From an optimization exercise on the open Yosys and OpenROAD flow, aimed at small area, a short achievable clock period and few clock cycles per item; shortcuts taken in it are not production practice.
At most, simulation tests tie the RTL to the original design; equivalence was not proved.
No activity file was given, so power comes from the tool's default toggle rates.

## before
// multiplication_top
module multiplication_top(a_in, b_in, result, clk, reset, start, ready);
==> flow/config.mk <==
export PLATFORM = sky130hd
export DESIGN_NAME = multiplication_top
export DESIGN_NICKNAME = multiplication_top
export VERILOG_FILES = /design/flow/design.v
export SDC_FILE = /design/flow/constraint.sdc
export NUM_CORES = 4
export LEC_CHECK = 0
export CAP_MARGIN = 20
export CORE_MARGIN = 2
export CORE_UTILIZATION = 40
export CTS_CLUSTER_DIAMETER = 100
export CTS_CLUSTER_SIZE = 30
export SLEW_MARGIN = 20
==> flow/constraint.sdc <==
create_clock -name core_clock -period 4.0 [get_ports {clk}]
set_input_delay 0.8000 -clock core_clock [delete_from_list [all_inputs] [get_ports {clk}]]
set_output_delay 0.8000 -clock core_clock [all_outputs]
set_load 0.01 [all_outputs]
standard.sh (not shown) runs the stock make flow with config.mk's settings and CLKGATE_MAP_FILE= SYNTH_SCRIPT=/design/flow/synth_recipe.tcl, a recipe that flattens the netlist after the stock synthesis.
==> flow/flow/run.sh <==
#!/bin/bash
# The standard layout (standard.sh: standard synthesis, floorplan, place,
# CTS, route), except that the ports are buffered with plain sky130 buf_1
# cells instead of the delay buffers buffer_ports picks by default.
# make's full output goes to flow_make.log here; ORFS's per-step logs are
# under orfs/logs/.
set -euo pipefail
bash standard.sh "BUFFER_PORTS_ARGS=-buffer_cell sky130_fd_sc_hd__buf_1" finish > flow_make.log 2>&1
Changes in after relative to before:
--- a/flow/design.v
+++ b/flow/design.v
@@ -1,14 +1,13 @@
 module multiplication_top(a_in, b_in, result, clk, reset, start, ready);
     input [63:0] a_in, b_in;
     input clk, reset, start;
     output ready;
     output [128:0] result;
     reg rdy_q;
-    reg busy_q;                    
     reg [2:0] cnt_q;
     reg [4:0] sel_q;              
     reg [57:0] hi_q;               
     reg [69:0] lo_q;               
     reg [64:0] s_q, c_q;           
     reg [13:0] sr_q, cr_q;          
     reg cb_q;                      
@@ -78,15 +77,15 @@
     wire npy6 = ~py6;
     wire pz6 = py6 & ~neg[6];
     wire [63:0] negs;
     generate for (g = 0; g < 32; g = g + 1) begin : ng
         assign negs[2*g] = a_in[2*g+1];
         assign negs[2*g+1] = 1'b0;
     end endgenerate
-    wire [64:0] ci_t = busy_q ? c_q : {1'b0, negs};
+    wire [64:0] ci_t = rdy_q ? {1'b0, negs} : c_q;
     wire fs1;
     wire fc2;
     wire hs3;
     wire hc4;
     wire fs5;
     wire fc6;
     wire fs7;
@@ -1455,24 +1454,23 @@
     wire [78:0] tc = {1'b0, npy6, hs911, fs909, fs907, fs905, fs903, fs901, fs899, fs897, fs895, fs893, fs891, fs889, fs887, fs885, fs883, fs881, fs879, fs877, fs875, fs873, fs871, fs869, fs867, fs865, fs863, fs861, fs859, fs857, fs855, fs853, fs851, fs849, fs847, fs845, fs843, fs841, fs839, fs837, fs835, fs833, fs831, fs829, fs827, fs825, fs823, fs821, fs819, fs817, fs815, fs813, fs811, fs809, fs807, fs805, fs803, fs801, fs799, fs797, fs795, fs793, fs791, fs789, fs787, fs785, fs783, fs781, fs779, fs777, fs775, fs773, fs771, fs769, fs767, fs765, fs763, fc2, 1'b0};
     wire [71:0] fp = {s_q[57:0], sr_q};
     wire [71:0] fq = {c_q[57:0], cr_q};
     wire [71:0] fres = fp + fq + {71'd0, cb_q};
     wire cb_d = fres[14] ^ fp[14] ^ fq[14];
     always @(posedge clk) begin
         rdy_q <= rdy_d;
-        busy_q <= !rdy_d;
         cnt_q <= rdy_q ? 3'd1 : cnt_q + 3'd1;
         sel_q <= rdy_d ? 5'd2 : {sel_q[3:0], 1'b0};
         one_q <= one_d;
         two_q <= two_d;
         neg_q <= neg_d;
         s_q <= run ? ts[78:14] : {1'b1, 64'd0};
         c_q <= run ? tc[78:14] : 65'd0;
         sr_q <= ts[13:0];
         cr_q <= tc[13:0];
-        cb_q <= busy_q ? cb_d : 1'b0;
-        if (busy_q) lo_q <= {fres[13:0], lo_q[69:14]};
+        cb_q <= rdy_q ? 1'b0 : cb_d;
+        if (!rdy_q) lo_q <= {fres[13:0], lo_q[69:14]};
         if (last) hi_q <= fres[71:14];
     end
     assign ready = rdy_q;
     assign result = {1'b0, hi_q, lo_q};
 endmodule
## What came out
- Going from before to after, number of placed instances, taps included shrank slightly.
- Changes observed in after relative to before: inverter count rose 5; multi-input logic cell count fell 1.3%; slew at the pin with the worst max-slew slack rose 34 ps.
- Against before, worst slew slack as a fraction of its limit in after came out worse.
- Comparing before against after, there is no change at all in hold-critical path depth.
- The combinational cell fraction of total power of after exceeds that of before by 0.7 points.
- Relative to before, combinational cell power has gone down in after.
- The sequential share of layout area in after sits 0.33 points above the value recorded for before.
- after against before: total design power decreased 3.4%, internal power of the cells decreased by 370 uW relative to the old numbers, share of layout cells above drive strength 1 decreased by 0.59 points relative to the old numbers, fraction of power consumed by sequential logic increased 0.3 points, biggest fanout along the worst timing path up about 4%.
Testbench counts of after, summed over its fixed seeds: cycles 9,608, items 1,600.
The RTL of before was laid out without a check of its function.

multiplication_top with an RTL version that a note above also has.
Size in the first run: roughly 310 flip-flops, ~260 I/O pins.
==> flow/design.v (excerpt) <==
module multiplication_top(a_in, b_in, result, clk, reset, start, ready);
==> flow/config.mk <==
export PLATFORM = sky130hd
export DESIGN_NAME = multiplication_top
export DESIGN_NICKNAME = multiplication_top
export VERILOG_FILES = /design/flow/design.v
export SDC_FILE = /design/flow/constraint.sdc
export NUM_CORES = 4
export LEC_CHECK = 0
export CAP_MARGIN = 20
export CORE_MARGIN = 2
export CORE_UTILIZATION = 40
export CTS_CLUSTER_DIAMETER = 80
export CTS_CLUSTER_SIZE = 20
export SLEW_MARGIN = 20
==> flow/constraint.sdc <==
create_clock -name core_clock -period 4.0 [get_ports {clk}]
set_input_delay 0.8000 -clock core_clock [delete_from_list [all_inputs] [get_ports {clk}]]
set_output_delay 0.8000 -clock core_clock [all_outputs]
set_load 0.01 [all_outputs]
Scripts as last shown in full above: flow/flow/run.sh
Testbench counts at the start, summed over its fixed seeds: cycles 9,608, items 1,600.
==> next run, changes <==
--- a/flow/design.v
+++ b/flow/design.v
@@ -1449,16 +1449,16 @@
     assign {fc906, fs905} = fs757 + hc612 + fc756;
     assign {fc908, fs907} = pp6[62] + fc758 + hs759;
     assign {fc910, fs909} = npy5 + pp6[63] + hc760;
     assign {hc912, hs911} = pz5 + npx6;
     wire [78:0] ts = {pz6, hc912, fc910, fc908, fc906, fc904, fc902, fc900, fc898, fc896, fc894, fc892, fc890, fc888, fc886, fc884, fc882, fc880, fc878, fc876, fc874, fc872, fc870, fc868, fc866, fc864, fc862, fc860, fc858, fc856, fc854, fc852, fc850, fc848, fc846, fc844, fc842, fc840, fc838, fc836, fc834, fc832, fc830, fc828, fc826, fc824, fc822, fc820, fc818, fc816, fc814, fc812, fc810, fc808, fc806, fc804, fc802, fc800, fc798, fc796, fc794, fc792, fc790, fc788, fc786, fc784, fc782, fc780, fc778, fc776, fc774, fc772, fc770, fc768, fc766, fc764, hc762, hs761, fs1};
     wire [78:0] tc = {1'b0, npy6, hs911, fs909, fs907, fs905, fs903, fs901, fs899, fs897, fs895, fs893, fs891, fs889, fs887, fs885, fs883, fs881, fs879, fs877, fs875, fs873, fs871, fs869, fs867, fs865, fs863, fs861, fs859, fs857, fs855, fs853, fs851, fs849, fs847, fs845, fs843, fs841, fs839, fs837, fs835, fs833, fs831, fs829, fs827, fs825, fs823, fs821, fs819, fs817, fs815, fs813, fs811, fs809, fs807, fs805, fs803, fs801, fs799, fs797, fs795, fs793, fs791, fs789, fs787, fs785, fs783, fs781, fs779, fs777, fs775, fs773, fs771, fs769, fs767, fs765, fs763, fc2, 1'b0};
     wire [71:0] fp = {s_q[57:0], sr_q};
-    wire [71:0] fq = {c_q[57:0], cr_q};
-    wire [71:0] fres = fp + fq + {71'd0, cb_q};
+    wire [71:0] fq = {c_q[57:0], cr_q[13:1], cb_q};
+    wire [71:0] fres = fp + fq;
     wire cb_d = fres[14] ^ fp[14] ^ fq[14];
     always @(posedge clk) begin
         rdy_q <= rdy_d;
         cnt_q <= rdy_q ? 3'd1 : cnt_q + 3'd1;
         sel_q <= rdy_d ? 5'd2 : {sel_q[3:0], 1'b0};
         one_q <= one_d;
         two_q <= two_d;
After rerunning: Synthesized area stays flat; global-route usage barely changes; wire length went down by 1.0%; utilization went up by 0.65 points; setup slack loses 12 ps; fmax hardly moves; register-to-register slack gains 20 ps; hold slack loses 8.4 ps; flip-flop and latch count does not change; sequential share of layout area went down by 0.28 points.
Function not checked in the second run of this note: the RTL went through the layout flow alone.

== old ==
multiplication_top, a different RTL version from the one above (not shown whole).
Size: about 260 I/O pins, roughly 0.033 mm2 of cells after synthesis.
export LEC_CHECK = 0
export CAP_MARGIN = 20
export CORE_MARGIN = 2
export CORE_UTILIZATION = 40
export SLEW_MARGIN = 20
create_clock -name core_clock -period 4.0 [get_ports {clk}]
run.sh (not shown) runs the stock make flow with config.mk's settings and CLKGATE_MAP_FILE= SYNTH_SCRIPT=/design/flow/synth_recipe.tcl, a recipe that flattens the netlist after the stock synthesis.
Stock flow here: none of the scripts above is used.
old: full flow OK, the timing, DRC and antenna checks passed
Testbench counts of old, summed over its fixed seeds: cycles 9,608, items 1,600.
The following lists how new was set up differently from old:
--- a/flow/design.v
+++ b/flow/design.v
@@ -1444,22 +1444,25 @@
     assign {fc906, fs905} = fs757 + hc612 + fc756;
     assign {fc908, fs907} = pp6[62] + fc758 + hs759;
     assign {fc910, fs909} = npy5 + pp6[63] + hc760;
     assign {hc912, hs911} = pz5 + npx6;
     wire [78:0] ts = {pz6, hc912, fc910, fc908, fc906, fc904, fc902, fc900, fc898, fc896, fc894, fc892, fc890, fc888, fc886, fc884, fc882, fc880, fc878, fc876, fc874, fc872, fc870, fc868, fc866, fc864, fc862, fc860, fc858, fc856, fc854, fc852, fc850, fc848, fc846, fc844, fc842, fc840, fc838, fc836, fc834, fc832, fc830, fc828, fc826, fc824, fc822, fc820, fc818, fc816, fc814, fc812, fc810, fc808, fc806, fc804, fc802, fc800, fc798, fc796, fc794, fc792, fc790, fc788, fc786, fc784, fc782, fc780, fc778, fc776, fc774, fc772, fc770, fc768, fc766, fc764, hc762, hs761, fs1};
     wire [78:0] tc = {1'b0, npy6, hs911, fs909, fs907, fs905, fs903, fs901, fs899, fs897, fs895, fs893, fs891, fs889, fs887, fs885, fs883, fs881, fs879, fs877, fs875, fs873, fs871, fs869, fs867, fs865, fs863, fs861, fs859, fs857, fs855, fs853, fs851, fs849, fs847, fs845, fs843, fs841, fs839, fs837, fs835, fs833, fs831, fs829, fs827, fs825, fs823, fs821, fs819, fs817, fs815, fs813, fs811, fs809, fs807, fs805, fs803, fs801, fs799, fs797, fs795, fs793, fs791, fs789, fs787, fs785, fs783, fs781, fs779, fs777, fs775, fs773, fs771, fs769, fs767, fs765, fs763, fc2, 1'b0};
     wire [71:0] fp = {s_q[57:0], sr_q};
     wire [71:0] fq = {c_q[57:0], cr_q[13:1], ca_q};
     wire [71:0] fr = {58'd0, 1'b0, nr_q[6], 1'b0, nr_q[5], 1'b0, nr_q[4], 1'b0, nr_q[3], 1'b0, nr_q[2], 1'b0, nr_q[1], 1'b0, nr_q[0]};
-    wire [71:0] fres = fp + fq + fr + {71'd0, cb_q};
-    wire [15:0] lsum = fp[13:0] + fq[13:0] + fr[13:0] + {15'd0, cb_q};
-    wire ca_d = lsum[15];
-    wire cb_d = lsum[15] | lsum[14];
+    wire [71:0] fsum, fcar;
+    generate for (g = 0; g < 72; g = g + 1) begin : csa
+        assign {fcar[g], fsum[g]} = fp[g] + fq[g] + fr[g];
+    end endgenerate
+    wire [71:0] fres = fsum + {fcar[70:0], 1'b0} + {71'd0, cb_q};
+    wire cb_d = fres[14] ^ fsum[14] ^ fcar[13];
+    wire ca_d = fcar[13];
     always @(posedge clk) begin
         rdy_q <= rdy_d;
         cnt_q <= rdy_q ? 3'd1 : cnt_q + 3'd1;
         sel_q <= rdy_d ? 5'd2 : {sel_q[3:0], 1'b0};
         one_q <= one_d;
         two_q <= two_d;
         neg_q <= neg_d;
         s_q <= run ? ts[78:14] : {1'b1, 64'd0};
         c_q <= run ? tc[78:14] : 65'd0;
### Flow results
Having completed the whole flow, new delivered a layout that passed the timing, DRC and antenna checks.
Comparing old with new, the xor-xnor portion of the synthesized cell area came out essentially unchanged.
Compared to old, new reaches a lower achievable clock.
new ended with less multi-input logic area than old.
Delta (new minus old): total leakage power +0.64 nW; number of instances in the synthesized netlist -33; width of the die ~0 delta; proportion of power drawn by combinational gates -0.9 points.
In the tables for old and new, synthesized area reads lower with new.
[compare] base=old new=new: power per cell area about even; area of placed instances about even; switching power fell about 1.2%; total wire length after detailed routing rose 1.5%; final design instance area without fill rose about 0.45%.
Re pre-CTS setup slack: old and new aren't equal, and the higher value belongs to new.
No functional check of the RTL was part of new.

[port drivers added, routing unchanged]
In the flow no input, the clock included, has a driving cell. The finished layouts below were timed again as built, in two steps. Step 1 (the two cells are an assumption about what drives the block):
set clk [get_ports {clk}]
set_driving_cell -lib_cell sky130_fd_sc_hd__clkbuf_16 $clk
set_driving_cell -lib_cell sky130_fd_sc_hd__buf_2 [delete_from_list [all_inputs] $clk]
Step 2 adds t to the input delays and takes it off the output delays; t is the mean of the earliest and latest rising clock arrival at the registers after step 1. Input paths then give back, and output paths get back, about the clock's delay inside the block. Slacks: no drivers / after step 1 / after step 2; pairs: no drivers / after step 1.
run | t, ns | setup slack, ns | worst hold slack (ns) | latest minus earliest clock arrival (ns) | slew at the worst register clock pin (ns)
before | 0.663 | 0.115 / 0.115 / -0.475 | 0.433 / 0.433 / 0.433 | 0.102 / 0.101 | 0.12 / 0.12
after | 0.633 | 0.131 / 0.131 / -0.460 | 0.439 / 0.439 / 0.439 | 0.055 / 0.055 | 0.11 / 0.11
the first run of note 2 | 0.667 | 0.108 / 0.108 / -0.492 | 0.436 / 0.436 / 0.436 | 0.082 / 0.082 | 0.09 / 0.09
the second run of note 2 | 0.691 | 0.096 / 0.133 / -0.545 | 0.427 / 0.427 / 0.427 | 0.027 / 0.027 | 0.09 / 0.09
old | 0.649 | 0.075 / 0.068 / -0.581 | 0.411 / 0.411 / 0.411 | 0.036 / 0.037 | 0.06 / 0.06
new | 0.641 | 0.038 / 0.038 / -0.506 | 0.420 / 0.420 / 0.420 | 0.025 / 0.025 | 0.07 / 0.07
Met with ideal ports but missed after step 2: setup timing in every run listed. For old, which loses most, drivers alone change the setup slack by -0.007 ns; drivers and shift together by -0.656 ns.
